From an optimization exercise on the open Yosys and OpenROAD flow, aimed at small area; shortcuts taken in it are not production practice.
Function was checked by simulation only, so behaviour that the tests miss may differ from the original.
Power figures rest on the tool's default switching activity, not on a simulated workload.

<file path="flow/config.mk">
export PLATFORM = sky130hd
export DESIGN_NAME = fir
export DESIGN_NICKNAME = fir
export VERILOG_FILES = /design/flow/design.v
export SDC_FILE = /design/flow/constraint.sdc
export NUM_CORES = 4
export LEC_CHECK = 0
export CAP_MARGIN = 20
export CORE_MARGIN = 2
export CORE_UTILIZATION = 40
export SLEW_MARGIN = 20
export SYNTH_HIERARCHICAL = 1
</file>
<file path="flow/constraint.sdc">
create_clock -name core_clock -period 12.0 [get_ports {clk}]
set_input_delay 2.4000 -clock core_clock [delete_from_list [all_inputs] [get_ports {clk}]]
set_output_delay 2.4000 -clock core_clock [all_outputs]
set_load 0.01 [all_outputs]
</file>
<file path="flow/design.v">
`timescale 1ns/10ps
module fir(data_out, out_enable, data_in, sample_enable, coef_enable, error, clk, reset);
	output [15:0] data_out;
	output out_enable;
	output error;
	input [7:0] data_in;
	input sample_enable;
	input coef_enable;
	input clk;
	input reset;
	localparam S_RESET  = 3'd0;
	localparam S_C0     = 3'd1;
	localparam S_C1     = 3'd2;
	localparam S_C4     = 3'd5;
	localparam S_FILTER = 3'd6;
	localparam S_ERROR  = 3'd7;
	reg [2:0] state;
	reg primed;
	reg [7:0] c0, c1, c2, c3, c4;
	reg [7:0] x1n, x2n, x3n, x4n;
	wire ce = coef_enable;
	wire se = sample_enable;
	wire st_reset  = (state == S_RESET);
	wire st_filter = (state == S_FILTER);
	wire st_error  = (state == S_ERROR);
	wire st_coeff  = (state != S_RESET) && (state <= S_C4);
	wire st_c0     = (state == S_C0);
	wire read_coef = ce & ~se & ~st_error;
	wire read_samp = se & ~ce & (st_filter | st_c0);
	assign out_enable = st_filter | (st_c0 & ~ce & se);
	assign error = st_error | (st_reset & se) | (st_coeff & ce & se) |
	               (st_coeff & ~st_c0 & ~ce) | (st_filter & ce & se);
	reg [2:0] nstate;
	always @(*) begin
		nstate = state;
		if (error) nstate = S_ERROR;
		else if (read_coef) nstate = !st_coeff ? S_C1 : (state == S_C4 ? S_C0 : state + 3'd1);
		else if (st_c0) nstate = S_FILTER;
	end
	always @(posedge clk or negedge reset)
		if (~reset) begin
			state <= S_RESET;
			primed <= 1'b0;
		end else begin
			state <= nstate;
			if (st_c0 & ~ce) primed <= 1'b1;
		end
	always @(posedge clk)
		if (read_samp | ~primed) begin
			x1n <= read_samp ? ~data_in : 8'hff;
			x2n <= x1n; x3n <= x2n; x4n <= x3n;
		end
	always @(posedge clk)
		if (read_coef) begin
			c0 <= data_in; c1 <= c0; c2 <= c1; c3 <= c2; c4 <= c3;
		end
	wire p0;
	wire p1;
	wire p2;
	wire p3;
	wire p4;
	wire p5;
	wire p6;
	wire p7;
	wire p8;
	wire p9;
	wire p10;
	wire p11;
	wire p12;
	wire p13;
	wire p14;
	wire p15;
	wire p16;
	wire p17;
	wire p18;
	wire p19;
	wire p20;
	wire p21;
	wire p22;
	wire p23;
	wire p24;
	wire p25;
	wire p26;
	wire p27;
	wire p28;
	wire p29;
	wire p30;
	wire p31;
	wire p32;
	wire p33;
	wire p34;
	wire p35;
	wire p36;
	wire p37;
	wire p38;
	wire p39;
	wire p40;
	wire p41;
	wire p42;
	wire p43;
	wire p44;
	wire p45;
	wire p46;
	wire p47;
	wire p48;
	wire p49;
	wire p50;
	wire p51;
	wire p52;
	wire p53;
	wire p54;
	wire p55;
	wire p56;
	wire p57;
	wire p58;
	wire p59;
	wire p60;
	wire p61;
	wire p62;
	wire p63;
	wire s64;
	wire k64;
	wire s65;
	wire k65;
	wire s66;
	wire k66;
	wire s67;
	wire k67;
	wire s68;
	wire k68;
	wire s69;
	wire k69;
	wire s70;
	wire k70;
	wire s71;
	wire k71;
	wire e72;
	wire e73;
	wire e74;
	wire p75;
	wire p76;
	wire p78;
	wire p80;
	wire p82;
	wire p84;
	wire p86;
	wire p88;
	wire p90;
	wire p91;
	wire e92;
	wire e93;
	wire e94;
	wire p95;
	wire p96;
	wire p98;
	wire p100;
	wire p102;
	wire p104;
	wire p106;
	wire p108;
	wire p110;
	wire p111;
	wire e112;
	wire e113;
	wire e114;
	wire p115;
	wire p116;
	wire p118;
	wire p120;
	wire p122;
	wire p124;
	wire p126;
	wire p128;
	wire p130;
	wire p131;
	wire e132;
	wire e133;
	wire e134;
	wire p135;
	wire p136;
	wire p138;
	wire p140;
	wire p142;
	wire p144;
	wire p146;
	wire p148;
	wire p150;
	wire p151;
	wire s152;
	wire k152;
	wire s153;
	wire k153;
	wire s154;
	wire k154;
	wire s155;
	wire k155;
	wire s156;
	wire k156;
	wire s157;
	wire k157;
	wire s158;
	wire k158;
	wire s159;
	wire k159;
	wire e160;
	wire e161;
	wire e162;
	wire p163;
	wire p164;
	wire p166;
	wire p168;
	wire p170;
	wire p172;
	wire p174;
	wire p176;
	wire p178;
	wire p179;
	wire e180;
	wire e181;
	wire e182;
	wire p183;
	wire p184;
	wire p186;
	wire p188;
	wire p190;
	wire p192;
	wire p194;
	wire p196;
	wire p198;
	wire p199;
	wire e200;
	wire e201;
	wire e202;
	wire p203;
	wire p204;
	wire p206;
	wire p208;
	wire p210;
	wire p212;
	wire p214;
	wire p216;
	wire p218;
	wire p219;
	wire e220;
	wire e221;
	wire e222;
	wire p223;
	wire p224;
	wire p226;
	wire p228;
	wire p230;
	wire p232;
	wire p234;
	wire p236;
	wire p238;
	wire p239;
	wire s240;
	wire k240;
	wire s241;
	wire k241;
	wire s242;
	wire k242;
	wire s243;
	wire k243;
	wire s244;
	wire k244;
	wire s245;
	wire k245;
	wire s246;
	wire k246;
	wire s247;
	wire k247;
	wire e248;
	wire e249;
	wire e250;
	wire p251;
	wire p252;
	wire p254;
	wire p256;
	wire p258;
	wire p260;
	wire p262;
	wire p264;
	wire p266;
	wire p267;
	wire e268;
	wire e269;
	wire e270;
	wire p271;
	wire p272;
	wire p274;
	wire p276;
	wire p278;
	wire p280;
	wire p282;
	wire p284;
	wire p286;
	wire p287;
	wire e288;
	wire e289;
	wire e290;
	wire p291;
	wire p292;
	wire p294;
	wire p296;
	wire p298;
	wire p300;
	wire p302;
	wire p304;
	wire p306;
	wire p307;
	wire e308;
	wire e309;
	wire e310;
	wire p311;
	wire p312;
	wire p314;
	wire p316;
	wire p318;
	wire p320;
	wire p322;
	wire p324;
	wire p326;
	wire p327;
	wire s328;
	wire k328;
	wire s329;
	wire k329;
	wire s330;
	wire k330;
	wire s331;
	wire k331;
	wire s332;
	wire k332;
	wire s333;
	wire k333;
	wire s334;
	wire k334;
	wire s335;
	wire k335;
	wire e336;
	wire e337;
	wire e338;
	wire p339;
	wire p340;
	wire p342;
	wire p344;
	wire p346;
	wire p348;
	wire p350;
	wire p352;
	wire p354;
	wire p355;
	wire e356;
	wire e357;
	wire e358;
	wire p359;
	wire p360;
	wire p362;
	wire p364;
	wire p366;
	wire p368;
	wire p370;
	wire p372;
	wire p374;
	wire p375;
	wire e376;
	wire e377;
	wire e378;
	wire p379;
	wire p380;
	wire p382;
	wire p384;
	wire p386;
	wire p388;
	wire p390;
	wire p392;
	wire p394;
	wire p395;
	wire e396;
	wire e397;
	wire e398;
	wire p399;
	wire p400;
	wire p402;
	wire p404;
	wire p406;
	wire p408;
	wire p410;
	wire p412;
	wire p414;
	wire p415;
	wire s416;
	wire k416;
	wire s417;
	wire k417;
	wire s418;
	wire k418;
	wire s419;
	wire k419;
	wire s420;
	wire k420;
	wire s421;
	wire k421;
	wire s422;
	wire k422;
	wire s423;
	wire k423;
	wire s424;
	wire k424;
	wire s425;
	wire k425;
	wire s426;
	wire k426;
	wire s427;
	wire k427;
	wire s428;
	wire k428;
	wire s429;
	wire k429;
	wire s430;
	wire k430;
	wire s431;
	wire k431;
	wire s432;
	wire k432;
	wire s433;
	wire k433;
	wire s434;
	wire k434;
	wire s435;
	wire k435;
	wire s436;
	wire k436;
	wire s437;
	wire k437;
	wire s438;
	wire k438;
	wire s439;
	wire k439;
	wire s440;
	wire k440;
	wire s441;
	wire k441;
	wire s442;
	wire k442;
	wire s443;
	wire k443;
	wire s444;
	wire k444;
	wire s445;
	wire k445;
	wire s446;
	wire k446;
	wire s447;
	wire k447;
	wire s448;
	wire k448;
	wire s449;
	wire k449;
	wire s450;
	wire k450;
	wire s451;
	wire k451;
	wire s452;
	wire k452;
	wire s453;
	wire k453;
	wire s454;
	wire k454;
	wire s455;
	wire k455;
	wire s456;
	wire k456;
	wire s457;
	wire k457;
	wire s458;
	wire k458;
	wire s459;
	wire k459;
	wire s460;
	wire k460;
	wire s461;
	wire k461;
	wire s462;
	wire k462;
	wire s463;
	wire k463;
	wire s464;
	wire k464;
	wire s465;
	wire k465;
	wire s466;
	wire k466;
	wire s467;
	wire k467;
	wire s468;
	wire k468;
	wire s469;
	wire k469;
	wire s470;
	wire k470;
	wire s471;
	wire k471;
	wire s472;
	wire k472;
	wire s473;
	wire k473;
	wire s474;
	wire k474;
	wire s475;
	wire k475;
	wire s476;
	wire k476;
	wire s477;
	wire k477;
	wire s478;
	wire k478;
	wire s479;
	wire k479;
	wire s480;
	wire k480;
	wire s481;
	wire k481;
	wire s482;
	wire k482;
	wire s483;
	wire k483;
	wire s484;
	wire k484;
	wire s485;
	wire k485;
	wire s486;
	wire k486;
	wire s487;
	wire k487;
	wire s488;
	wire k488;
	wire s489;
	wire k489;
	wire s490;
	wire k490;
	wire s491;
	wire k491;
	wire s492;
	wire k492;
	wire s493;
	wire k493;
	wire s494;
	wire k494;
	wire s495;
	wire k495;
	wire s496;
	wire k496;
	wire s497;
	wire k497;
	wire s498;
	wire k498;
	wire s499;
	wire k499;
	wire s500;
	wire k500;
	wire s501;
	wire k501;
	wire s502;
	wire k502;
	wire s503;
	wire k503;
	wire s504;
	wire k504;
	wire s505;
	wire k505;
	wire s506;
	wire k506;
	wire s507;
	wire k507;
	wire s508;
	wire k508;
	wire s509;
	wire k509;
	wire s510;
	wire k510;
	wire s511;
	wire k511;
	wire s512;
	wire k512;
	wire s513;
	wire k513;
	wire s514;
	wire k514;
	wire s515;
	wire k515;
	wire s516;
	wire k516;
	wire s517;
	wire k517;
	wire s518;
	wire k518;
	wire s519;
	wire k519;
	wire s520;
	wire k520;
	wire s521;
	wire k521;
	wire s522;
	wire k522;
	wire s523;
	wire k523;
	wire s524;
	wire k524;
	wire s525;
	wire k525;
	wire s526;
	wire k526;
	wire s527;
	wire k527;
	wire s528;
	wire k528;
	wire s529;
	wire k529;
	wire s530;
	wire k530;
	wire s531;
	wire k531;
	wire s532;
	wire k532;
	wire s533;
	wire k533;
	wire s534;
	wire k534;
	wire s535;
	wire k535;
	wire s536;
	wire k536;
	wire s537;
	wire k537;
	wire s538;
	wire k538;
	wire s539;
	wire k539;
	wire s540;
	wire k540;
	wire s541;
	wire k541;
	wire s542;
	wire k542;
	wire s543;
	wire k543;
	wire s544;
	wire k544;
	wire s545;
	wire k545;
	wire s546;
	wire k546;
	wire s547;
	wire k547;
	wire s548;
	wire k548;
	wire s549;
	wire k549;
	wire s550;
	wire k550;
	wire s551;
	wire k551;
	wire s552;
	wire k552;
	wire s553;
	wire k553;
	wire s554;
	wire k554;
	wire s555;
	wire k555;
	wire s556;
	wire k556;
	wire s557;
	wire k557;
	wire s558;
	wire k558;
	wire s559;
	wire k559;
	wire s560;
	wire k560;
	wire s561;
	wire k561;
	wire s562;
	wire k562;
	wire s563;
	wire k563;
	wire s564;
	wire k564;
	wire s565;
	wire k565;
	wire s566;
	wire k566;
	wire s567;
	wire k567;
	wire s568;
	wire k568;
	wire s569;
	wire k569;
	wire s570;
	wire k570;
	wire s571;
	wire k571;
	wire s572;
	wire k572;
	wire s573;
	wire k573;
	wire s574;
	wire k574;
	wire s575;
	wire k575;
	wire s576;
	wire k576;
	wire s577;
	wire k577;
	wire s578;
	wire k578;
	wire s579;
	wire k579;
	wire s580;
	wire k580;
	wire s581;
	wire k581;
	wire s582;
	wire k582;
	wire s583;
	wire k583;
	wire s584;
	wire k584;
	wire s585;
	wire k585;
	wire s586;
	wire k586;
	wire s587;
	wire k587;
	wire s588;
	wire k588;
	wire s589;
	wire k589;
	wire s590;
	wire k590;
	wire s591;
	wire k591;
	wire s592;
	wire k592;
	wire s593;
	wire k593;
	wire s594;
	wire k594;
	wire s595;
	wire k595;
	wire s596;
	wire k596;
	wire s597;
	wire k597;
	wire s598;
	wire k598;
	wire s599;
	wire k599;
	wire s600;
	wire k600;
	wire s601;
	wire k601;
	wire s602;
	wire k602;
	wire s603;
	wire k603;
	wire s604;
	wire k604;
	wire s605;
	wire k605;
	wire s606;
	wire k606;
	wire s607;
	wire k607;
	wire s608;
	wire k608;
	wire s609;
	wire k609;
	wire s610;
	wire k610;
	wire s611;
	wire k611;
	wire s612;
	wire k612;
	wire s613;
	wire k613;
	wire s614;
	wire k614;
	wire s615;
	wire k615;
	wire s616;
	wire k616;
	wire s617;
	wire k617;
	wire s618;
	wire k618;
	wire s619;
	wire k619;
	wire s620;
	wire k620;
	wire s621;
	wire k621;
	wire s622;
	wire k622;
	wire s623;
	wire k623;
	wire o624;
	wire o625;
	wire o626;
	wire o627;
	wire o628;
	wire o629;
	wire o630;
	wire o631;
	wire o632;
	wire o633;
	wire o634;
	wire o635;
	wire o636;
	wire o637;
	wire o638;
	wire o639;
	wire o640;
	wire o641;
	wire r642;
	wire o643;
	wire r644;
	wire o645;
	assign p0 = ~(c4[0] & data_in[0]);
	assign p1 = ~(c4[0] & data_in[1]);
	assign p2 = ~(c4[0] & data_in[2]);
	assign p3 = ~(c4[0] & data_in[3]);
	assign p4 = ~(c4[0] & data_in[4]);
	assign p5 = ~(c4[0] & data_in[5]);
	assign p6 = ~(c4[0] & data_in[6]);
	assign p7 = ~(c4[0] & data_in[7]);
	assign p8 = ~(c4[1] & data_in[0]);
	assign p9 = ~(c4[1] & data_in[1]);
	assign p10 = ~(c4[1] & data_in[2]);
	assign p11 = ~(c4[1] & data_in[3]);
	assign p12 = ~(c4[1] & data_in[4]);
	assign p13 = ~(c4[1] & data_in[5]);
	assign p14 = ~(c4[1] & data_in[6]);
	assign p15 = ~(c4[1] & data_in[7]);
	assign p16 = ~(c4[2] & data_in[0]);
	assign p17 = ~(c4[2] & data_in[1]);
	assign p18 = ~(c4[2] & data_in[2]);
	assign p19 = ~(c4[2] & data_in[3]);
	assign p20 = ~(c4[2] & data_in[4]);
	assign p21 = ~(c4[2] & data_in[5]);
	assign p22 = ~(c4[2] & data_in[6]);
	assign p23 = ~(c4[2] & data_in[7]);
	assign p24 = ~(c4[3] & data_in[0]);
	assign p25 = ~(c4[3] & data_in[1]);
	assign p26 = ~(c4[3] & data_in[2]);
	assign p27 = ~(c4[3] & data_in[3]);
	assign p28 = ~(c4[3] & data_in[4]);
	assign p29 = ~(c4[3] & data_in[5]);
	assign p30 = ~(c4[3] & data_in[6]);
	assign p31 = ~(c4[3] & data_in[7]);
	assign p32 = ~(c4[4] & data_in[0]);
	assign p33 = ~(c4[4] & data_in[1]);
	assign p34 = ~(c4[4] & data_in[2]);
	assign p35 = ~(c4[4] & data_in[3]);
	assign p36 = ~(c4[4] & data_in[4]);
	assign p37 = ~(c4[4] & data_in[5]);
	assign p38 = ~(c4[4] & data_in[6]);
	assign p39 = ~(c4[4] & data_in[7]);
	assign p40 = ~(c4[5] & data_in[0]);
	assign p41 = ~(c4[5] & data_in[1]);
	assign p42 = ~(c4[5] & data_in[2]);
	assign p43 = ~(c4[5] & data_in[3]);
	assign p44 = ~(c4[5] & data_in[4]);
	assign p45 = ~(c4[5] & data_in[5]);
	assign p46 = ~(c4[5] & data_in[6]);
	assign p47 = ~(c4[5] & data_in[7]);
	assign p48 = ~(c4[6] & data_in[0]);
	assign p49 = ~(c4[6] & data_in[1]);
	assign p50 = ~(c4[6] & data_in[2]);
	assign p51 = ~(c4[6] & data_in[3]);
	assign p52 = ~(c4[6] & data_in[4]);
	assign p53 = ~(c4[6] & data_in[5]);
	assign p54 = ~(c4[6] & data_in[6]);
	assign p55 = ~(c4[6] & data_in[7]);
	assign p56 = ~(c4[7] & data_in[0]);
	assign p57 = ~(c4[7] & data_in[1]);
	assign p58 = ~(c4[7] & data_in[2]);
	assign p59 = ~(c4[7] & data_in[3]);
	assign p60 = ~(c4[7] & data_in[4]);
	assign p61 = ~(c4[7] & data_in[5]);
	assign p62 = ~(c4[7] & data_in[6]);
	assign p63 = ~(c4[7] & data_in[7]);
	fir_ha u64 (c3[1], c3[0], s64, k64);
	fir_fa u65 (c3[2], c3[1], k64, s65, k65);
	fir_fa u66 (c3[3], c3[2], k65, s66, k66);
	fir_fa u67 (c3[4], c3[3], k66, s67, k67);
	fir_fa u68 (c3[5], c3[4], k67, s68, k68);
	fir_fa u69 (c3[6], c3[5], k68, s69, k69);
	fir_fa u70 (c3[7], c3[6], k69, s70, k70);
	fir_ha u71 (c3[7], k70, s71, k71);
	assign e72 = (~x1n[0]) & ~(~x1n[1]);
	assign e73 = ~(~x1n[0]) & (~x1n[1]);
	assign e74 = (~x1n[0]) & (~x1n[1]);
	assign p75 = ~(c3[0] & (~x1n[0]));
	fir_sel3 u77 (p76, e72, c3[1], e73, c3[0], e74, s64);
	fir_sel3 u79 (p78, e72, c3[2], e73, c3[1], e74, s65);
	fir_sel3 u81 (p80, e72, c3[3], e73, c3[2], e74, s66);
	fir_sel3 u83 (p82, e72, c3[4], e73, c3[3], e74, s67);
	fir_sel3 u85 (p84, e72, c3[5], e73, c3[4], e74, s68);
	fir_sel3 u87 (p86, e72, c3[6], e73, c3[5], e74, s69);
	fir_sel3 u89 (p88, e72, c3[7], e73, c3[6], e74, s70);
	assign p90 = ~((e73 & c3[7]) | (e74 & s71));
	assign p91 = ~((e74 & k71));
	assign e92 = (~x1n[2]) & ~(~x1n[3]);
	assign e93 = ~(~x1n[2]) & (~x1n[3]);
	assign e94 = (~x1n[2]) & (~x1n[3]);
	assign p95 = ~(c3[0] & (~x1n[2]));
	fir_sel3 u97 (p96, e92, c3[1], e93, c3[0], e94, s64);
	fir_sel3 u99 (p98, e92, c3[2], e93, c3[1], e94, s65);
	fir_sel3 u101 (p100, e92, c3[3], e93, c3[2], e94, s66);
	fir_sel3 u103 (p102, e92, c3[4], e93, c3[3], e94, s67);
	fir_sel3 u105 (p104, e92, c3[5], e93, c3[4], e94, s68);
	fir_sel3 u107 (p106, e92, c3[6], e93, c3[5], e94, s69);
	fir_sel3 u109 (p108, e92, c3[7], e93, c3[6], e94, s70);
	assign p110 = ~((e93 & c3[7]) | (e94 & s71));
	assign p111 = ~((e94 & k71));
	assign e112 = (~x1n[4]) & ~(~x1n[5]);
	assign e113 = ~(~x1n[4]) & (~x1n[5]);
	assign e114 = (~x1n[4]) & (~x1n[5]);
	assign p115 = ~(c3[0] & (~x1n[4]));
	fir_sel3 u117 (p116, e112, c3[1], e113, c3[0], e114, s64);
	fir_sel3 u119 (p118, e112, c3[2], e113, c3[1], e114, s65);
	fir_sel3 u121 (p120, e112, c3[3], e113, c3[2], e114, s66);
	fir_sel3 u123 (p122, e112, c3[4], e113, c3[3], e114, s67);
	fir_sel3 u125 (p124, e112, c3[5], e113, c3[4], e114, s68);
	fir_sel3 u127 (p126, e112, c3[6], e113, c3[5], e114, s69);
	fir_sel3 u129 (p128, e112, c3[7], e113, c3[6], e114, s70);
	assign p130 = ~((e113 & c3[7]) | (e114 & s71));
	assign p131 = ~((e114 & k71));
	assign e132 = (~x1n[6]) & ~(~x1n[7]);
	assign e133 = ~(~x1n[6]) & (~x1n[7]);
	assign e134 = (~x1n[6]) & (~x1n[7]);
	assign p135 = ~(c3[0] & (~x1n[6]));
	fir_sel3 u137 (p136, e132, c3[1], e133, c3[0], e134, s64);
	fir_sel3 u139 (p138, e132, c3[2], e133, c3[1], e134, s65);
	fir_sel3 u141 (p140, e132, c3[3], e133, c3[2], e134, s66);
	fir_sel3 u143 (p142, e132, c3[4], e133, c3[3], e134, s67);
	fir_sel3 u145 (p144, e132, c3[5], e133, c3[4], e134, s68);
	fir_sel3 u147 (p146, e132, c3[6], e133, c3[5], e134, s69);
	fir_sel3 u149 (p148, e132, c3[7], e133, c3[6], e134, s70);
	assign p150 = ~((e133 & c3[7]) | (e134 & s71));
	assign p151 = ~((e134 & k71));
	fir_ha u152 (c2[1], c2[0], s152, k152);
	fir_fa u153 (c2[2], c2[1], k152, s153, k153);
	fir_fa u154 (c2[3], c2[2], k153, s154, k154);
	fir_fa u155 (c2[4], c2[3], k154, s155, k155);
	fir_fa u156 (c2[5], c2[4], k155, s156, k156);
	fir_fa u157 (c2[6], c2[5], k156, s157, k157);
	fir_fa u158 (c2[7], c2[6], k157, s158, k158);
	fir_ha u159 (c2[7], k158, s159, k159);
	assign e160 = (~x2n[0]) & ~(~x2n[1]);
	assign e161 = ~(~x2n[0]) & (~x2n[1]);
	assign e162 = (~x2n[0]) & (~x2n[1]);
	assign p163 = ~(c2[0] & (~x2n[0]));
	fir_sel3 u165 (p164, e160, c2[1], e161, c2[0], e162, s152);
	fir_sel3 u167 (p166, e160, c2[2], e161, c2[1], e162, s153);
	fir_sel3 u169 (p168, e160, c2[3], e161, c2[2], e162, s154);
	fir_sel3 u171 (p170, e160, c2[4], e161, c2[3], e162, s155);
	fir_sel3 u173 (p172, e160, c2[5], e161, c2[4], e162, s156);
	fir_sel3 u175 (p174, e160, c2[6], e161, c2[5], e162, s157);
	fir_sel3 u177 (p176, e160, c2[7], e161, c2[6], e162, s158);
	assign p178 = ~((e161 & c2[7]) | (e162 & s159));
	assign p179 = ~((e162 & k159));
	assign e180 = (~x2n[2]) & ~(~x2n[3]);
	assign e181 = ~(~x2n[2]) & (~x2n[3]);
	assign e182 = (~x2n[2]) & (~x2n[3]);
	assign p183 = ~(c2[0] & (~x2n[2]));
	fir_sel3 u185 (p184, e180, c2[1], e181, c2[0], e182, s152);
	fir_sel3 u187 (p186, e180, c2[2], e181, c2[1], e182, s153);
	fir_sel3 u189 (p188, e180, c2[3], e181, c2[2], e182, s154);
	fir_sel3 u191 (p190, e180, c2[4], e181, c2[3], e182, s155);
	fir_sel3 u193 (p192, e180, c2[5], e181, c2[4], e182, s156);
	fir_sel3 u195 (p194, e180, c2[6], e181, c2[5], e182, s157);
	fir_sel3 u197 (p196, e180, c2[7], e181, c2[6], e182, s158);
	assign p198 = ~((e181 & c2[7]) | (e182 & s159));
	assign p199 = ~((e182 & k159));
	assign e200 = (~x2n[4]) & ~(~x2n[5]);
	assign e201 = ~(~x2n[4]) & (~x2n[5]);
	assign e202 = (~x2n[4]) & (~x2n[5]);
	assign p203 = ~(c2[0] & (~x2n[4]));
	fir_sel3 u205 (p204, e200, c2[1], e201, c2[0], e202, s152);
	fir_sel3 u207 (p206, e200, c2[2], e201, c2[1], e202, s153);
	fir_sel3 u209 (p208, e200, c2[3], e201, c2[2], e202, s154);
	fir_sel3 u211 (p210, e200, c2[4], e201, c2[3], e202, s155);
	fir_sel3 u213 (p212, e200, c2[5], e201, c2[4], e202, s156);
	fir_sel3 u215 (p214, e200, c2[6], e201, c2[5], e202, s157);
	fir_sel3 u217 (p216, e200, c2[7], e201, c2[6], e202, s158);
	assign p218 = ~((e201 & c2[7]) | (e202 & s159));
	assign p219 = ~((e202 & k159));
	assign e220 = (~x2n[6]) & ~(~x2n[7]);
	assign e221 = ~(~x2n[6]) & (~x2n[7]);
	assign e222 = (~x2n[6]) & (~x2n[7]);
	assign p223 = ~(c2[0] & (~x2n[6]));
	fir_sel3 u225 (p224, e220, c2[1], e221, c2[0], e222, s152);
	fir_sel3 u227 (p226, e220, c2[2], e221, c2[1], e222, s153);
	fir_sel3 u229 (p228, e220, c2[3], e221, c2[2], e222, s154);
	fir_sel3 u231 (p230, e220, c2[4], e221, c2[3], e222, s155);
	fir_sel3 u233 (p232, e220, c2[5], e221, c2[4], e222, s156);
	fir_sel3 u235 (p234, e220, c2[6], e221, c2[5], e222, s157);
	fir_sel3 u237 (p236, e220, c2[7], e221, c2[6], e222, s158);
	assign p238 = ~((e221 & c2[7]) | (e222 & s159));
	assign p239 = ~((e222 & k159));
	fir_ha u240 (c1[1], c1[0], s240, k240);
	fir_fa u241 (c1[2], c1[1], k240, s241, k241);
	fir_fa u242 (c1[3], c1[2], k241, s242, k242);
	fir_fa u243 (c1[4], c1[3], k242, s243, k243);
	fir_fa u244 (c1[5], c1[4], k243, s244, k244);
	fir_fa u245 (c1[6], c1[5], k244, s245, k245);
	fir_fa u246 (c1[7], c1[6], k245, s246, k246);
	fir_ha u247 (c1[7], k246, s247, k247);
	assign e248 = (~x3n[0]) & ~(~x3n[1]);
	assign e249 = ~(~x3n[0]) & (~x3n[1]);
	assign e250 = (~x3n[0]) & (~x3n[1]);
	assign p251 = ~(c1[0] & (~x3n[0]));
	fir_sel3 u253 (p252, e248, c1[1], e249, c1[0], e250, s240);
	fir_sel3 u255 (p254, e248, c1[2], e249, c1[1], e250, s241);
	fir_sel3 u257 (p256, e248, c1[3], e249, c1[2], e250, s242);
	fir_sel3 u259 (p258, e248, c1[4], e249, c1[3], e250, s243);
	fir_sel3 u261 (p260, e248, c1[5], e249, c1[4], e250, s244);
	fir_sel3 u263 (p262, e248, c1[6], e249, c1[5], e250, s245);
	fir_sel3 u265 (p264, e248, c1[7], e249, c1[6], e250, s246);
	assign p266 = ~((e249 & c1[7]) | (e250 & s247));
	assign p267 = ~((e250 & k247));
	assign e268 = (~x3n[2]) & ~(~x3n[3]);
	assign e269 = ~(~x3n[2]) & (~x3n[3]);
	assign e270 = (~x3n[2]) & (~x3n[3]);
	assign p271 = ~(c1[0] & (~x3n[2]));
	fir_sel3 u273 (p272, e268, c1[1], e269, c1[0], e270, s240);
	fir_sel3 u275 (p274, e268, c1[2], e269, c1[1], e270, s241);
	fir_sel3 u277 (p276, e268, c1[3], e269, c1[2], e270, s242);
	fir_sel3 u279 (p278, e268, c1[4], e269, c1[3], e270, s243);
	fir_sel3 u281 (p280, e268, c1[5], e269, c1[4], e270, s244);
	fir_sel3 u283 (p282, e268, c1[6], e269, c1[5], e270, s245);
	fir_sel3 u285 (p284, e268, c1[7], e269, c1[6], e270, s246);
	assign p286 = ~((e269 & c1[7]) | (e270 & s247));
	assign p287 = ~((e270 & k247));
	assign e288 = (~x3n[4]) & ~(~x3n[5]);
	assign e289 = ~(~x3n[4]) & (~x3n[5]);
	assign e290 = (~x3n[4]) & (~x3n[5]);
	assign p291 = ~(c1[0] & (~x3n[4]));
	fir_sel3 u293 (p292, e288, c1[1], e289, c1[0], e290, s240);
	fir_sel3 u295 (p294, e288, c1[2], e289, c1[1], e290, s241);
	fir_sel3 u297 (p296, e288, c1[3], e289, c1[2], e290, s242);
	fir_sel3 u299 (p298, e288, c1[4], e289, c1[3], e290, s243);
	fir_sel3 u301 (p300, e288, c1[5], e289, c1[4], e290, s244);
	fir_sel3 u303 (p302, e288, c1[6], e289, c1[5], e290, s245);
	fir_sel3 u305 (p304, e288, c1[7], e289, c1[6], e290, s246);
	assign p306 = ~((e289 & c1[7]) | (e290 & s247));
	assign p307 = ~((e290 & k247));
	assign e308 = (~x3n[6]) & ~(~x3n[7]);
	assign e309 = ~(~x3n[6]) & (~x3n[7]);
	assign e310 = (~x3n[6]) & (~x3n[7]);
	assign p311 = ~(c1[0] & (~x3n[6]));
	fir_sel3 u313 (p312, e308, c1[1], e309, c1[0], e310, s240);
	fir_sel3 u315 (p314, e308, c1[2], e309, c1[1], e310, s241);
	fir_sel3 u317 (p316, e308, c1[3], e309, c1[2], e310, s242);
	fir_sel3 u319 (p318, e308, c1[4], e309, c1[3], e310, s243);
	fir_sel3 u321 (p320, e308, c1[5], e309, c1[4], e310, s244);
	fir_sel3 u323 (p322, e308, c1[6], e309, c1[5], e310, s245);
	fir_sel3 u325 (p324, e308, c1[7], e309, c1[6], e310, s246);
	assign p326 = ~((e309 & c1[7]) | (e310 & s247));
	assign p327 = ~((e310 & k247));
	fir_ha u328 (c0[1], c0[0], s328, k328);
	fir_fa u329 (c0[2], c0[1], k328, s329, k329);
	fir_fa u330 (c0[3], c0[2], k329, s330, k330);
	fir_fa u331 (c0[4], c0[3], k330, s331, k331);
	fir_fa u332 (c0[5], c0[4], k331, s332, k332);
	fir_fa u333 (c0[6], c0[5], k332, s333, k333);
	fir_fa u334 (c0[7], c0[6], k333, s334, k334);
	fir_ha u335 (c0[7], k334, s335, k335);
	assign e336 = (~x4n[0]) & ~(~x4n[1]);
	assign e337 = ~(~x4n[0]) & (~x4n[1]);
	assign e338 = (~x4n[0]) & (~x4n[1]);
	assign p339 = ~(c0[0] & (~x4n[0]));
	fir_sel3 u341 (p340, e336, c0[1], e337, c0[0], e338, s328);
	fir_sel3 u343 (p342, e336, c0[2], e337, c0[1], e338, s329);
	fir_sel3 u345 (p344, e336, c0[3], e337, c0[2], e338, s330);
	fir_sel3 u347 (p346, e336, c0[4], e337, c0[3], e338, s331);
	fir_sel3 u349 (p348, e336, c0[5], e337, c0[4], e338, s332);
	fir_sel3 u351 (p350, e336, c0[6], e337, c0[5], e338, s333);
	fir_sel3 u353 (p352, e336, c0[7], e337, c0[6], e338, s334);
	assign p354 = ~((e337 & c0[7]) | (e338 & s335));
	assign p355 = ~((e338 & k335));
	assign e356 = (~x4n[2]) & ~(~x4n[3]);
	assign e357 = ~(~x4n[2]) & (~x4n[3]);
	assign e358 = (~x4n[2]) & (~x4n[3]);
	assign p359 = ~(c0[0] & (~x4n[2]));
	fir_sel3 u361 (p360, e356, c0[1], e357, c0[0], e358, s328);
	fir_sel3 u363 (p362, e356, c0[2], e357, c0[1], e358, s329);
	fir_sel3 u365 (p364, e356, c0[3], e357, c0[2], e358, s330);
	fir_sel3 u367 (p366, e356, c0[4], e357, c0[3], e358, s331);
	fir_sel3 u369 (p368, e356, c0[5], e357, c0[4], e358, s332);
	fir_sel3 u371 (p370, e356, c0[6], e357, c0[5], e358, s333);
	fir_sel3 u373 (p372, e356, c0[7], e357, c0[6], e358, s334);
	assign p374 = ~((e357 & c0[7]) | (e358 & s335));
	assign p375 = ~((e358 & k335));
	assign e376 = (~x4n[4]) & ~(~x4n[5]);
	assign e377 = ~(~x4n[4]) & (~x4n[5]);
	assign e378 = (~x4n[4]) & (~x4n[5]);
	assign p379 = ~(c0[0] & (~x4n[4]));
	fir_sel3 u381 (p380, e376, c0[1], e377, c0[0], e378, s328);
	fir_sel3 u383 (p382, e376, c0[2], e377, c0[1], e378, s329);
	fir_sel3 u385 (p384, e376, c0[3], e377, c0[2], e378, s330);
	fir_sel3 u387 (p386, e376, c0[4], e377, c0[3], e378, s331);
	fir_sel3 u389 (p388, e376, c0[5], e377, c0[4], e378, s332);
	fir_sel3 u391 (p390, e376, c0[6], e377, c0[5], e378, s333);
	fir_sel3 u393 (p392, e376, c0[7], e377, c0[6], e378, s334);
	assign p394 = ~((e377 & c0[7]) | (e378 & s335));
	assign p395 = ~((e378 & k335));
	assign e396 = (~x4n[6]) & ~(~x4n[7]);
	assign e397 = ~(~x4n[6]) & (~x4n[7]);
	assign e398 = (~x4n[6]) & (~x4n[7]);
	assign p399 = ~(c0[0] & (~x4n[6]));
	fir_sel3 u401 (p400, e396, c0[1], e397, c0[0], e398, s328);
	fir_sel3 u403 (p402, e396, c0[2], e397, c0[1], e398, s329);
	fir_sel3 u405 (p404, e396, c0[3], e397, c0[2], e398, s330);
	fir_sel3 u407 (p406, e396, c0[4], e397, c0[3], e398, s331);
	fir_sel3 u409 (p408, e396, c0[5], e397, c0[4], e398, s332);
	fir_sel3 u411 (p410, e396, c0[6], e397, c0[5], e398, s333);
	fir_sel3 u413 (p412, e396, c0[7], e397, c0[6], e398, s334);
	assign p414 = ~((e397 & c0[7]) | (e398 & s335));
	assign p415 = ~((e398 & k335));
	fir_fa u416 (p163, p251, p339, s416, k416);
	fir_fa u417 (p75, s416, p0, s417, k417);
	fir_fa u418 (p164, p252, p340, s418, k418);
	fir_fa u419 (p76, k416, s418, s419, k419);
	fir_fa u420 (s419, p1, p8, s420, k420);
	fir_fa u421 (k417, s420, 1'b1, s421, k421);
	fir_fa u422 (p183, p271, p359, s422, k422);
	fir_fa u423 (p95, p166, p254, s423, k423);
	fir_fa u424 (p342, p78, k418, s424, k424);
	fir_fa u425 (s422, s423, s424, s425, k425);
	fir_fa u426 (k419, p16, p2, s426, k426);
	fir_fa u427 (p9, s425, k420, s427, k427);
	fir_fa u428 (s426, s427, k421, s428, k428);
	fir_fa u429 (p184, p272, p360, s429, k429);
	fir_fa u430 (p96, k422, s429, s430, k430);
	fir_fa u431 (p168, p256, p344, s431, k431);
	fir_fa u432 (p80, k423, k424, s432, k432);
	fir_fa u433 (s430, s431, k425, s433, k433);
	fir_fa u434 (s432, p10, p17, s434, k434);
	fir_fa u435 (p24, p3, s433, s435, k435);
	fir_fa u436 (k426, s434, k427, s436, k436);
	fir_fa u437 (s435, s436, k428, s437, k437);
	fir_fa u438 (p115, p203, p291, s438, k438);
	fir_fa u439 (p379, p186, p274, s439, k439);
	fir_fa u440 (p362, p98, k429, s440, k440);
	fir_fa u441 (s438, s439, s440, s441, k441);
	fir_fa u442 (k430, p170, p258, s442, k442);
	fir_fa u443 (p346, p82, k431, s443, k443);
	fir_fa u444 (k432, p11, p18, s444, k444);
	fir_fa u445 (p25, p32, p4, s445, k445);
	fir_fa u446 (s441, s442, s443, s446, k446);
	fir_fa u447 (k433, k434, s444, s447, k447);
	fir_fa u448 (s445, k435, s446, s448, k448);
	fir_fa u449 (s447, k436, s448, s449, k449);
	fir_fa u450 (k437, s449, 1'b1, s450, k450);
	fir_fa u451 (p116, p204, p292, s451, k451);
	fir_fa u452 (p380, k438, s451, s452, k452);
	fir_fa u453 (p100, p188, p276, s453, k453);
	fir_fa u454 (p364, k439, k440, s454, k454);
	fir_fa u455 (s452, s453, k441, s455, k455);
	fir_fa u456 (s454, p12, p19, s456, k456);
	fir_fa u457 (p26, p33, p40, s457, k457);
	fir_fa u458 (p5, p172, p260, s458, k458);
	fir_fa u459 (p348, p84, k442, s459, k459);
	fir_fa u460 (k443, s455, k444, s460, k460);
	fir_fa u461 (k445, s456, s457, s461, k461);
	fir_fa u462 (s458, s459, k446, s462, k462);
	fir_fa u463 (k447, s460, s461, s463, k463);
	fir_fa u464 (s462, k448, s463, s464, k464);
	fir_fa u465 (k449, s464, k450, s465, k465);
	fir_fa u466 (p135, p223, p311, s466, k466);
	fir_fa u467 (p399, p118, p206, s467, k467);
	fir_fa u468 (p294, p382, k451, s468, k468);
	fir_fa u469 (s466, s467, s468, s469, k469);
	fir_fa u470 (k452, p102, p190, s470, k470);
	fir_fa u471 (p278, p366, k453, s471, k471);
	fir_fa u472 (k454, p13, p20, s472, k472);
	fir_fa u473 (p27, p34, p41, s473, k473);
	fir_fa u474 (p48, p6, s469, s474, k474);
	fir_fa u475 (s470, s471, k455, s475, k475);
	fir_fa u476 (k456, k457, p174, s476, k476);
	fir_fa u477 (p262, p350, p86, s477, k477);
	fir_fa u478 (s472, s473, s474, s478, k478);
	fir_fa u479 (k458, k459, s475, s479, k479);
	fir_fa u480 (k460, k461, s476, s480, k480);
	fir_fa u481 (s477, s478, k462, s481, k481);
	fir_fa u482 (s479, k463, s480, s482, k482);
	fir_fa u483 (s481, k464, s482, s483, k483);
	fir_fa u484 (s483, k465, 1'b1, s484, k484);
	fir_fa u485 (p136, p224, p312, s485, k485);
	fir_fa u486 (p400, k466, s485, s486, k486);
	fir_fa u487 (p120, p208, p296, s487, k487);
	fir_fa u488 (p384, k467, k468, s488, k488);
	fir_fa u489 (s486, s487, k469, s489, k489);
	fir_fa u490 (s488, p14, p21, s490, k490);
	fir_fa u491 (p28, p35, p42, s491, k491);
	fir_fa u492 (p49, p56, p7, s492, k492);
	fir_fa u493 (p104, p192, p280, s493, k493);
	fir_fa u494 (p368, k470, k471, s494, k494);
	fir_fa u495 (s489, k472, k473, s495, k495);
	fir_fa u496 (k474, s490, s491, s496, k496);
	fir_fa u497 (s492, s493, k475, s497, k497);
	fir_fa u498 (s494, k476, p176, s498, k498);
	fir_fa u499 (p264, p352, p88, s499, k499);
	fir_fa u500 (k477, k478, s495, s500, k500);
	fir_fa u501 (s496, k479, s497, s501, k501);
	fir_fa u502 (k480, s498, s499, s502, k502);
	fir_fa u503 (k481, s500, s501, s503, k503);
	fir_fa u504 (k482, s502, s503, s504, k504);
	fir_fa u505 (k483, s504, k484, s505, k505);
	fir_fa u506 (p138, p226, p314, s506, k506);
	fir_fa u507 (p402, k485, s506, s507, k507);
	fir_fa u508 (k486, p122, p210, s508, k508);
	fir_fa u509 (p298, p386, k487, s509, k509);
	fir_fa u510 (k488, s507, p15, s510, k510);
	fir_fa u511 (p22, p29, p36, s511, k511);
	fir_fa u512 (p43, p50, p57, s512, k512);
	fir_fa u513 (s508, s509, k489, s513, k513);
	fir_fa u514 (k490, k491, k492, s514, k514);
	fir_fa u515 (s510, p106, p194, s515, k515);
	fir_fa u516 (p282, p370, s511, s516, k516);
	fir_fa u517 (s512, k493, k494, s517, k517);
	fir_fa u518 (s513, k495, k496, s518, k518);
	fir_fa u519 (s514, s515, s516, s519, k519);
	fir_fa u520 (k497, s517, p178, s520, k520);
	fir_fa u521 (p266, p354, p90, s521, k521);
	fir_fa u522 (k498, k499, k500, s522, k522);
	fir_fa u523 (s518, s519, k501, s523, k523);
	fir_fa u524 (s520, s521, k502, s524, k524);
	fir_fa u525 (s522, s523, k503, s525, k525);
	fir_fa u526 (s524, k504, s525, s526, k526);
	fir_fa u527 (s526, k505, 1'b1, s527, k527);
	fir_fa u528 (p140, p228, p316, s528, k528);
	fir_fa u529 (p404, k506, k507, s529, k529);
	fir_fa u530 (s528, p23, p30, s530, k530);
	fir_fa u531 (p37, p44, p51, s531, k531);
	fir_fa u532 (p58, p124, p212, s532, k532);
	fir_fa u533 (p300, p388, k508, s533, k533);
	fir_fa u534 (k509, s529, k510, s534, k534);
	fir_fa u535 (k511, k512, s530, s535, k535);
	fir_fa u536 (s531, s532, s533, s536, k536);
	fir_fa u537 (k513, k514, s534, s537, k537);
	fir_fa u538 (p108, p196, p284, s538, k538);
	fir_fa u539 (p372, k515, k516, s539, k539);
	fir_fa u540 (s535, k517, p179, s540, k540);
	fir_fa u541 (p267, p355, p91, s541, k541);
	fir_fa u542 (s536, k518, s537, s542, k542);
	fir_fa u543 (s538, k519, s539, s543, k543);
	fir_fa u544 (k520, s540, k521, s544, k544);
	fir_fa u545 (s541, k522, s542, s545, k545);
	fir_fa u546 (k523, s543, s544, s546, k546);
	fir_fa u547 (k524, s545, k525, s547, k547);
	fir_fa u548 (s546, s547, k526, s548, k548);
	fir_fa u549 (s548, k527, 1'b1, s549, k549);
	fir_fa u550 (p142, p230, p318, s550, k550);
	fir_fa u551 (p406, k528, p31, s551, k551);
	fir_fa u552 (p38, p45, p52, s552, k552);
	fir_fa u553 (p59, k529, s550, s553, k553);
	fir_fa u554 (k530, k531, s551, s554, k554);
	fir_fa u555 (p126, p214, p302, s555, k555);
	fir_fa u556 (p390, s552, k532, s556, k556);
	fir_fa u557 (k533, k534, s553, s557, k557);
	fir_fa u558 (k535, s554, s555, s558, k558);
	fir_fa u559 (s556, k536, p110, s559, k559);
	fir_fa u560 (p198, p286, p374, s560, k560);
	fir_fa u561 (k537, s557, k538, s561, k561);
	fir_fa u562 (k539, k540, k541, s562, k562);
	fir_fa u563 (s558, s559, s560, s563, k563);
	fir_fa u564 (k542, s561, k543, s564, k564);
	fir_fa u565 (k544, s562, s563, s565, k565);
	fir_fa u566 (k545, s564, k546, s566, k566);
	fir_fa u567 (s565, s566, k547, s567, k567);
	fir_fa u568 (k548, s567, k549, s568, k568);
	fir_fa u569 (p39, p46, p53, s569, k569);
	fir_fa u570 (p60, p144, p232, s570, k570);
	fir_fa u571 (p320, p408, k550, s571, k571);
	fir_fa u572 (k551, k552, s569, s572, k572);
	fir_fa u573 (s570, s571, k553, s573, k573);
	fir_fa u574 (k554, p128, p216, s574, k574);
	fir_fa u575 (p304, p392, k555, s575, k575);
	fir_fa u576 (k556, s572, p111, s576, k576);
	fir_fa u577 (p199, p287, p375, s577, k577);
	fir_fa u578 (s573, k557, s574, s578, k578);
	fir_fa u579 (s575, k558, s576, s579, k579);
	fir_fa u580 (k559, k560, s577, s580, k580);
	fir_fa u581 (k561, k562, s578, s581, k581);
	fir_fa u582 (s579, k563, s580, s582, k582);
	fir_fa u583 (k564, s581, k565, s583, k583);
	fir_fa u584 (s582, k566, s583, s584, k584);
	fir_fa u585 (k567, s584, k568, s585, k585);
	fir_fa u586 (p47, p54, p61, s586, k586);
	fir_fa u587 (k569, p146, p234, s587, k587);
	fir_fa u588 (p322, p410, s586, s588, k588);
	fir_fa u589 (k570, k571, k572, s589, k589);
	fir_fa u590 (s587, s588, k573, s590, k590);
	fir_fa u591 (p130, p218, p306, s591, k591);
	fir_fa u592 (p394, k574, k575, s592, k592);
	fir_fa u593 (s589, k576, k577, s593, k593);
	fir_fa u594 (s590, s591, k578, s594, k594);
	fir_fa u595 (s592, k579, s593, s595, k595);
	fir_fa u596 (k580, s594, k581, s596, k596);
	fir_fa u597 (s595, k582, s596, s597, k597);
	fir_fa u598 (k583, s597, k584, s598, k598);
	fir_fa u599 (p55, p62, k586, s599, k599);
	fir_fa u600 (s599, p148, p236, s600, k600);
	fir_fa u601 (p324, p412, k587, s601, k601);
	fir_fa u602 (k588, p131, p219, s602, k602);
	fir_fa u603 (p307, p395, k589, s603, k603);
	fir_fa u604 (s600, s601, k590, s604, k604);
	fir_fa u605 (k591, s602, s603, s605, k605);
	fir_fa u606 (k592, k593, s604, s606, k606);
	fir_fa u607 (k594, s605, k595, s607, k607);
	fir_fa u608 (s606, k596, s607, s608, k608);
	fir_fa u609 (k597, s608, k598, s609, k609);
	fir_fa u610 (p63, k599, p150, s610, k610);
	fir_fa u611 (p238, p326, p414, s611, k611);
	fir_fa u612 (k600, k601, k602, s612, k612);
	fir_fa u613 (s610, s611, k603, s613, k613);
	fir_fa u614 (k604, s612, k605, s614, k614);
	fir_fa u615 (s613, k606, s614, s615, k615);
	fir_fa u616 (k607, s615, k608, s616, k616);
	fir_fa u617 (s616, k609, 1'b1, s617, k617);
	fir_fa u618 (p151, p239, p327, s618, k618);
	fir_fa u619 (p415, k610, k611, s619, k619);
	fir_fa u620 (s618, k612, s619, s620, k620);
	fir_fa u621 (k613, s620, k614, s621, k621);
	fir_fa u622 (k615, s621, k616, s622, k622);
	fir_fa u623 (s622, k617, 1'b1, s623, k623);
	assign o624 = ~s417;
	assign o625 = ~s421;
	assign o626 = ~s428;
	assign o627 = ~s437;
	assign o628 = ~s450;
	assign o629 = ~s465;
	assign o630 = ~s484;
	assign o631 = ~s505;
	assign o632 = ~s527;
	assign o633 = ~s549;
	assign o634 = ~s568;
	assign o635 = ~s585;
	assign o636 = ~s598;
	assign o637 = ~s609;
	assign o638 = ~s617;
	assign o639 = ~s623;
	assign o640 = o636 ^ ~k585;
	assign o641 = o637 ^ (~k585 & o636);
	assign r642 = o636 & o637;
	assign o643 = o638 ^ (~k585 & r642);
	assign r644 = r642 & o638;
	assign o645 = o639 ^ (~k585 & r644);
	assign data_out = {o645, o643, o641, o640, o635, o634, o633, o632, o631, o630, o629, o628, o627, o626, o625, o624};
endmodule
module fir_fa(input a, input b, input c, output s, output co);
	assign s = a ^ b ^ c;
	assign co = (a & b) | (c & (a ^ b));
endmodule
module fir_sel3(output y, input s1, input a1, input s2, input a2, input s3, input a3);
	assign y = ~((s1 & a1) | (s2 & a2) | (s3 & a3));
endmodule
module fir_ha(input a, input b, output s, output co);
	assign s = a ^ b;
	assign co = a & b;
endmodule
</file>
<file path="flow/flow/run.sh">
#!/bin/bash
# The standard layout, with smaller port buffers and a clock tree built
# from small clock buffers without dummy balancing loads.
set -uo pipefail
bash standard.sh \
  "BUFFER_PORTS_ARGS=-buffer_cell sky130_fd_sc_hd__buf_1" \
  "CTS_ARGS=-sink_clustering_enable -repair_clock_nets -buf_list sky130_fd_sc_hd__clkbuf_4 -root_buf sky130_fd_sc_hd__clkbuf_8 -dont_use_dummy_load" \
  finish > standard_make.log 2>&1
</file>
<file path="flow/standard.sh">
#!/bin/bash
# synth_recipe.tcl (not shown) runs the flow's synth.tcl, then flattens the netlist and writes it again
# the make line also repeats each setting of config.mk as NAME=value (left out here)
make -C /OpenROAD-flow-scripts/flow DESIGN_CONFIG=/design/flow/config.mk WORK_HOME=/design/flow/orfs CLKGATE_MAP_FILE= SYNTH_SCRIPT=/design/flow/synth_recipe.tcl "${@:-finish}"
</file>
==> results of run 1 <==
==> modules after synthesis, one instance, submodules excluded <==
module / flip-flops and latches / cells / times used / cell area [um2]
fir_ha: 0 / 1 / 8 / 12.5
fir: 76 / 346 / 1 / 3700
fir_sel3: 0 / 1 / 112 / 10.0
fir_fa: 0 / 1 / 232 / 20.0
==> logic make-up (layout without fill, tap and decap cells) <==
family,Yosys count,in the layout,share of synthesized area [%]
xor gates and xnor gates,3,3,0.275
adders and majority gates,242,242,49.9
muxes,16,16,1.67
DFF,76,76,23.7
and+or+nand+nor,182,182,9.07
buffers and inverters,52,82,2.70
AOI/OAI and AO/OA,126,126,12.7
other,1,8,0.0392
==> placed cells by master (no fill, tap or decap), types with 3 or more instances in the layout <==
cell type  instances
nand2b_1          18
or2_2             16
clkbuf_8           9
nor2_1            18
edfxtp_1          72
o21ai_0            4
inv_1             18
buf_1             29
conb_1             7
xnor2_1            3
dfrtp_1            4
fa_1             232
buf_4             25
a21oi_1            3
nor2b_1           32
a222oi_1         112
mux2i_1           16
ha_1              10
nand2_1           93
==> path summary, 6_finish.rpt <==
path	to	slack (ps)
setup / recovery	data_out[15]	420
hold / removal	primed	510
setup reg to reg	x2n[3]	9400
hold reg to reg	primed	510
max in group asynchronous	state[0]	9980
min in group asynchronous	state[1]	1830
==> worst max-delay path, cell delays in order, from the launching register on <==
cell	delay, ps
edfxtp_1	570
ha_1	300
fa_1	520
a222oi_1	510
fa_1	520
fa_1	390
fa_1	470
fa_1	400
fa_1	540
fa_1	440
fa_1	420
fa_1	400
fa_1	450
fa_1	400
fa_1	430
fa_1	420
fa_1	390
fa_1	460
nor4_1	430
xnor2_1	170
buf_1	170
==> layer usage <==
layer / GRT usage (%) / vias up / wire length, um
met5: 0 / - / 0
met4: 13.1 / 0 / 1750
met3: 5.74 / 72 / 3200
met2: 44.2 / 515 / 15800
met1: 36.5 / 3688 / 12500
li1: - / 2687 / -
==> stage by stage <==
step / worst slack [ps] / power, uW / std cells
6_report: 419 / 739 / 1054
5_1_grt: 95.7 / 792 / 1053
4_1_cts: 396 / 752 / 1053
3_5_place_dp: 634 / 584 / 1044
3_3_place_gp: 685 / 578 / 1044
2_1_floorplan: 1280 / 566 / 704
==> power by group through the flow <==
stage	combinational [uW]	sequential [uW]	clock, uW
floorplan	271	294	0
global placement	283	295	0
detailed placement	290	295	0
CTS	290	289	173
global route	321	289	182
finish	282	289	168
==> area by class of cell <==
class,count,area [um2]
multi-input combinational,576,7060
tap,319,399
antenna,1,2.50
fill,2159,13300
sequential,76,2260
clock buffer,9,124
inverter,19,72.6
timing repair buffer,54,297
==> run notes, run 1 <==
# resized after CTS: 0
drt drc: 0
Syn Inst Count: 698
wirelength, routed: 33,300 um
Root Driver: clkbuf_8
Rel. slew slack: 41.0%
final core occ: 43.5%
Die Span Y: 159 um
clk_skew: 30.0 ps
Tot GR Track Use: 27.7%
CP Max Fanout: 11
Area growth syn-to-layout: 6.90%
layout cells sized above 1: 7.22%
CTS tree: done
post-CTS setup buffer count: 0
hold_ws: 515 ps
endpoints failing setup: 0
r2r startpoint: state[2]
Initial Util: 40.7%
count leader, synth: fa_1
Sw Pwr: 266 uW
Post-synth EDFFs: 72
Synth area leaders: fa_1 49%, edfxtp_1 23%, a222oi_1 12%, nand2_1 3.7%, nor2b_1 2.1%
Die Wd: 159 um
Crit Path Class: reg -> out
IR drop worst, VDD: 0.0335 mV
CTS sink count: 76
hold_sp: primed
area of the core: 23,500 um2
Final ANT Viol Nets: 0
post-synthesis cell area: 9560 um2
clock network power share: 22.7%
fmax: 86.3 MHz
status: complete, no violations
worst-skew pair later-pin latency: 390 ps
vias in the first global route: 7,177
drt wl/cell: 31.6 um
CTS buffer count: 9
row cnt: 56
fin crit share: 96.5%
placer's final routability congestion estimate: 1.04
synth warn: 7
Synth area leader: fa_1
flops & latches, synth: 76
largest net degree at the start of global routing: 43
register area share after synthesis: 23.7%
drt first pass iters: 12
sequential share of power: 39.1%
post-route setup TNS: 0 ps
Synth top area share: 48.6%
share of total power in combinational logic: 38.2%
maxcap violations: 0
Sw Ratio: 36.0%
P_leak: 0.00261 uW
Design Area, Final: 10,200 um2
dpl hpwl: 27,500 um
slew at the pin closest to its max-slew limit: 886 ps
final-report hold violation count: 0
CP endpoint kind: output pin
fin nets: 990
Synth cell types: 32
I/O Pins: 30
Tmin final: 11,580 ps
Hold Path Depth: 1
WP data required: 9600 ps
CP Launch Type: register
via count: 6,962
Pint: 473 uW
worst path arrival time: 9180 ps
Vias/cell: 6.61
RSZ-0062 raised after global routing: false
initial antenna violation count: 0
first-pass GRT wire length: 47,900 um
total grt overflow: 0
clock slew at reported path FFs: 100 ps
die footprint: 25,200 um2
pwr/cell area: 72.3 nW/um2
r2r worst-path depth: 5
CTS max path bufs: 2
HP Class: reg -> reg
IO Port Bufs: 29
crit path launch: c3[1]
DR iter-0 viols: 1,949
top cells by count, synth: 232 x fa_1, 112 x a222oi_1, 93 x nand2_1
CTS H-tree lvls: 3
FFs w/ async S/R, synth: 5.26%
Placement Cell Area: 10,100 um2
cts hold-fix bufs: 0
max-slew violations: 0
synthesized area per cell: 13.7 um2
dominant synthesized flop cell: edfxtp_1
==> run 2: changes to the inputs <==
==> flow/flow/run.sh (replaced) <==
#!/bin/bash
# The standard layout with three changes: port buffers chosen per
# direction (flow/pre_gpl.tcl), global placement that is not timing driven,
# and a clock tree of small clock buffers without dummy balancing loads.
set -uo pipefail
here=$(pwd)
bash standard.sh \
  "DONT_BUFFER_PORTS=1" \
  "PRE_GLOBAL_PLACE_TCL=$here/flow/pre_gpl.tcl" \
  "CTS_ARGS=-sink_clustering_enable -repair_clock_nets -buf_list sky130_fd_sc_hd__clkbuf_4 -root_buf sky130_fd_sc_hd__clkbuf_8 -dont_use_dummy_load" \
  finish > standard_make.log 2>&1
==> flow/flow/pre_gpl.tcl (new file) <==
# Runs before global placement: drop the buffers synthesis left in the
# netlist, then give each input port a buf_2 and each output port a buf_1.
remove_buffers
buffer_ports -inputs -buffer_cell sky130_fd_sc_hd__buf_2
buffer_ports -outputs -buffer_cell sky130_fd_sc_hd__buf_1
--- a/flow/config.mk
+++ b/flow/config.mk
@@ -8,5 +8,6 @@
 export CAP_MARGIN = 20
 export CORE_MARGIN = 2
 export CORE_UTILIZATION = 40
+export GPL_TIMING_DRIVEN = 0
 export SLEW_MARGIN = 20
 export SYNTH_HIERARCHICAL = 1
==> run 2 against run 1 <==
Against the previous run:
- still clean on timing, DRC and antenna
- hold slack improved by 8.0 ps
- clock skew increased by 1.9 ps
- die area unchanged
- utilization decreased by 0.45 points
- cell count down 2.1%
- critical endpoint unchanged
- largest power group unchanged
==> run notes, run 2 <==
Synth top area share: 48.6% (unchanged)
Pint: 472 uW (-0.31%)
CTS tree: done
Die Wd: 159 um (unchanged)
slew at the pin closest to its max-slew limit: 872 ps (-13.5 ps)
placer's final routability congestion estimate: 0.980 (-5.7%)
worst-skew pair later-pin latency: 390 ps (about the same)
area of the core: 23,500 um2 (unchanged)
layout cells sized above 1: 6.31% (-0.91 points)
Root Driver: clkbuf_8
Sw Pwr: 260 uW (-2.3%)
post-synthesis cell area: 9560 um2 (unchanged)
IR drop worst, VDD: 0.0426 mV (+27%)
Area growth syn-to-layout: 5.80%
WP data required: 9600 ps (about the same)
synthesized area per cell: 13.7 um2 (unchanged)
CP Launch Type: register
P_leak: 0.00256 uW (-2.1%)
first-pass GRT wire length: 45,600 um (-4.9%)
pwr/cell area: 72.3 nW/um2 (about the same)
CTS H-tree lvls: 3 (unchanged)
Hold Path Depth: 1 (unchanged)
top cells by count, synth: 232 x fa_1, 112 x a222oi_1, 93 x nand2_1
CP Max Fanout: 10 (-1)
clock network power share: 22.6% (about the same)
largest net degree at the start of global routing: 43 (unchanged)
Buf/Inv on CP: 2 (+1)
dpl hpwl: 25,000 um (-9.3%)
post-route setup TNS: 0 ps (unchanged)
# diodes: 0 (-1)
Tot GR Track Use: 25.8% (-1.9 points)
Rel. slew slack: 41.8% (+0.90 points)
CP most frequent cell: fa_1
Final ANT Viol Nets: 0 (unchanged)
CTS sink count: 76 (unchanged)
Vias/cell: 6.58 (-0.38%)
CP Depth: 21 (+5.0%)
Sw Ratio: 35.5% (-0.47 points)
vias in the first global route: 7,095 (-1.1%)
Crit Path Class: reg -> out
I/O Pins: 30 (unchanged)
Post-synth EDFFs: 72 (unchanged)
critical path's slowest cell: a222oi_1
register area share after synthesis: 23.7% (unchanged)
clock slew at reported path FFs: 90 ps (about the same)
met2 GRT Util: 41.4% (-2.8 points)
grt met3 use: 4.08% (-1.7 points)
drt drc: 0 (unchanged)
die footprint: 25,200 um2 (unchanged)
worst path arrival time: 9360 ps (+180 ps)
RSZ-0062 raised after global routing: false
via count: 6,791 (-2.5%)
share of total power in combinational logic: 37.9% (-0.3 points)
fin nets: 969 (-2.1%)
r2r worst-path depth: 8 (+3)
DR iter-0 viols: 1,600 (-18%)
slowest stage delay, CP: 720 ps (+150 ps)
fin crit share: 98.0% (+1.5 points)
total grt overflow: 0 (unchanged)
IO Port Bufs: 29 (unchanged)
commonest non-fill, non-tap cells in the layout: 232 x fa_1, 112 x a222oi_1, 93 x nand2_1
drt first pass iters: 17 (+5)
HP Class: reg -> reg
final core occ: 43.1% (-0.45 points)
delay-heaviest family, CP: adder cells
cells along the critical path: buf_12 -> ha_1 -> fa_1 -> a222oi_1 -> fa_1 -> fa_1 -> fa_1 -> fa_1 -> fa_1 -> fa_1 -> fa_1 -> fa_1 -> fa_1 -> fa_1 -> fa_1 -> fa_1 -> fa_1 -> fa_1 -> nor4_2 -> xnor2_1 -> buf_1
global-route met1 utilization: 34.9% (-1.6 points)
Synth cell types: 32 (unchanged)
maxcap violations: 0 (unchanged)
synth warn: 7 (unchanged)
FFs w/ async S/R, synth: 5.26% (unchanged)
cts hold-fix bufs: 0 (unchanged)
sequential share of power: 39.5% (+0.4 points)
fmax: 85.1 MHz (-1.5%)
count leader, synth: fa_1
initial antenna violation count: 0 (unchanged)
CTS buffer count: 9 (unchanged)
clk_skew: 32.0 ps (+1.95 ps)
wirelength, routed: 30,800 um (-7.4%)
final-report hold violation count: 0 (unchanged)
CP endpoint kind: output pin
endpoints failing setup: 0 (unchanged)
Die Span Y: 159 um (unchanged)
Initial Util: 40.7% (unchanged)
Synth area leader: fa_1
Tmin final: 11,760 ps (+175 ps)
CTS max path bufs: 2 (unchanged)
commonest non-fill, non-tap cell in the layout: fa_1
flops & latches, synth: 76 (unchanged)
Synth area leaders: fa_1 49%, edfxtp_1 23%, a222oi_1 12%, nand2_1 3.7%, nor2b_1 2.1%
dominant synthesized flop cell: edfxtp_1
most crowded layer after global routing: met2
status: complete, no violations
drt wl/cell: 29.9 um (-5.4%)
max-slew violations: 0 (unchanged)
row cnt: 56 (unchanged)
Syn Inst Count: 698 (unchanged)
[run 2: cell counts after synthesis]
Identical to the previous run, type by type.
[run 2: path summary, 6_finish.rpt]
path                          start      endpoint  slack, ps
setup / recovery              c0[0]  data_out[15]        240
hold / removal               primed        primed        520
setup reg to reg           state[1]      state[2]       9530
hold reg to reg              primed        primed        520
max in group asynchronous     reset      state[0]      10070
min in group asynchronous     reset        primed       1810
[run 2: metrics by stage]
step           power, uW  hold WS, ps  area (um2)  cells  setup slack [ps]
6_report             731          523       10100   1032               243
5_1_grt              787          532       10100   1032              35.2
4_1_cts              744          522       10100   1029              18.7
3_5_place_dp         580          499        9950   1020               431
3_3_place_gp         572          459        9920   1019               440
2_1_floorplan        566          444        9580    704              1280
[run 2: cells by family after synthesis]
group	synth area share (%)
other	0.0392
adders and majority gates	49.9
and+or+nand+nor	9.07
xor gates and xnor gates	0.275
AOI/OAI and AO/OA	12.7
muxes	1.67
buffers and inverters	2.70
DFF	23.7
[run 2: modules after synthesis (local to each module, per instance)]
module    copies in the design  area [um2]
fir                          1        3700
fir_ha                       8        12.5
fir_sel3                   112        10.0
fir_fa                     232        20.0
[run 2: power by group through the flow]
stage                     sequential [uW]  combinational, uW  clock [uW]
after floorplan                       294                271           0
after global placement                295                277           0
after detailed placement              295                286           0
after CTS                             289                286         169
after global routing                  289                322         177
final                                 289                277         165
[run 2: layer usage]
layer	share of wire, %	vias up	wire length, um
met2	47	504	14600
met1	37	3560	11500
met3	10	84	3180
met4	5.0	0	1530
li1	-	2643	-
met5	0	-	0
[run 2: worst register-to-register path, stage by stage, from the launching register on]
cell      delay (ps)
dfrtp_1          460
nand2_1          130
inv_1             80
ha_1             180
or3b_4           170
clkinv_2         670
xnor2_1          350
a221o_1          310
nand2_1           60
[run 2: timing repair]
item,4_1_cts,5_1_grt
setup buffers,0,3
setup endpoints to repair,0,2
resized for setup,0,1
[run 2: cell type report]
type                            instances  area [um2]
Clock buffer                            9         124
Fill cell                            2163       13400
Inverter                               19        72.6
Multi-Input combinational cell        576        7070
Sequential cell                        76        2260
Tap cell                              319         399
Timing Repair Buffer                   33         185

-- port drivers added, routing unchanged --
How much do the figures lean on ideal ports? The routed layouts below were timed once more, with nothing changed but the port constraints.
Step 1 sets driving cells, clkbuf_16 on the clock port and buf_2 on the other inputs (assumed; they add their load-dependent delay and slew).
Step 2 moves the port delays by t, midway between the first and last clock arrival at a register: inputs arrive t later, outputs are due t later. That takes back most of the time a late clock gives input paths.
a / b / c = ideal ports / drivers / drivers and shift; a / b = the first two.
run	t, ns	setup WS [ns]	worst data-port slew with drivers (ns)	cell pins on the clock port's net
run 1	0.413	0.419 / 0.376 / 0.608	0.04	1
run 2	0.412	0.243 / 0.202 / 0.614	0.03	1
After both steps setup and hold are still met in every run listed.
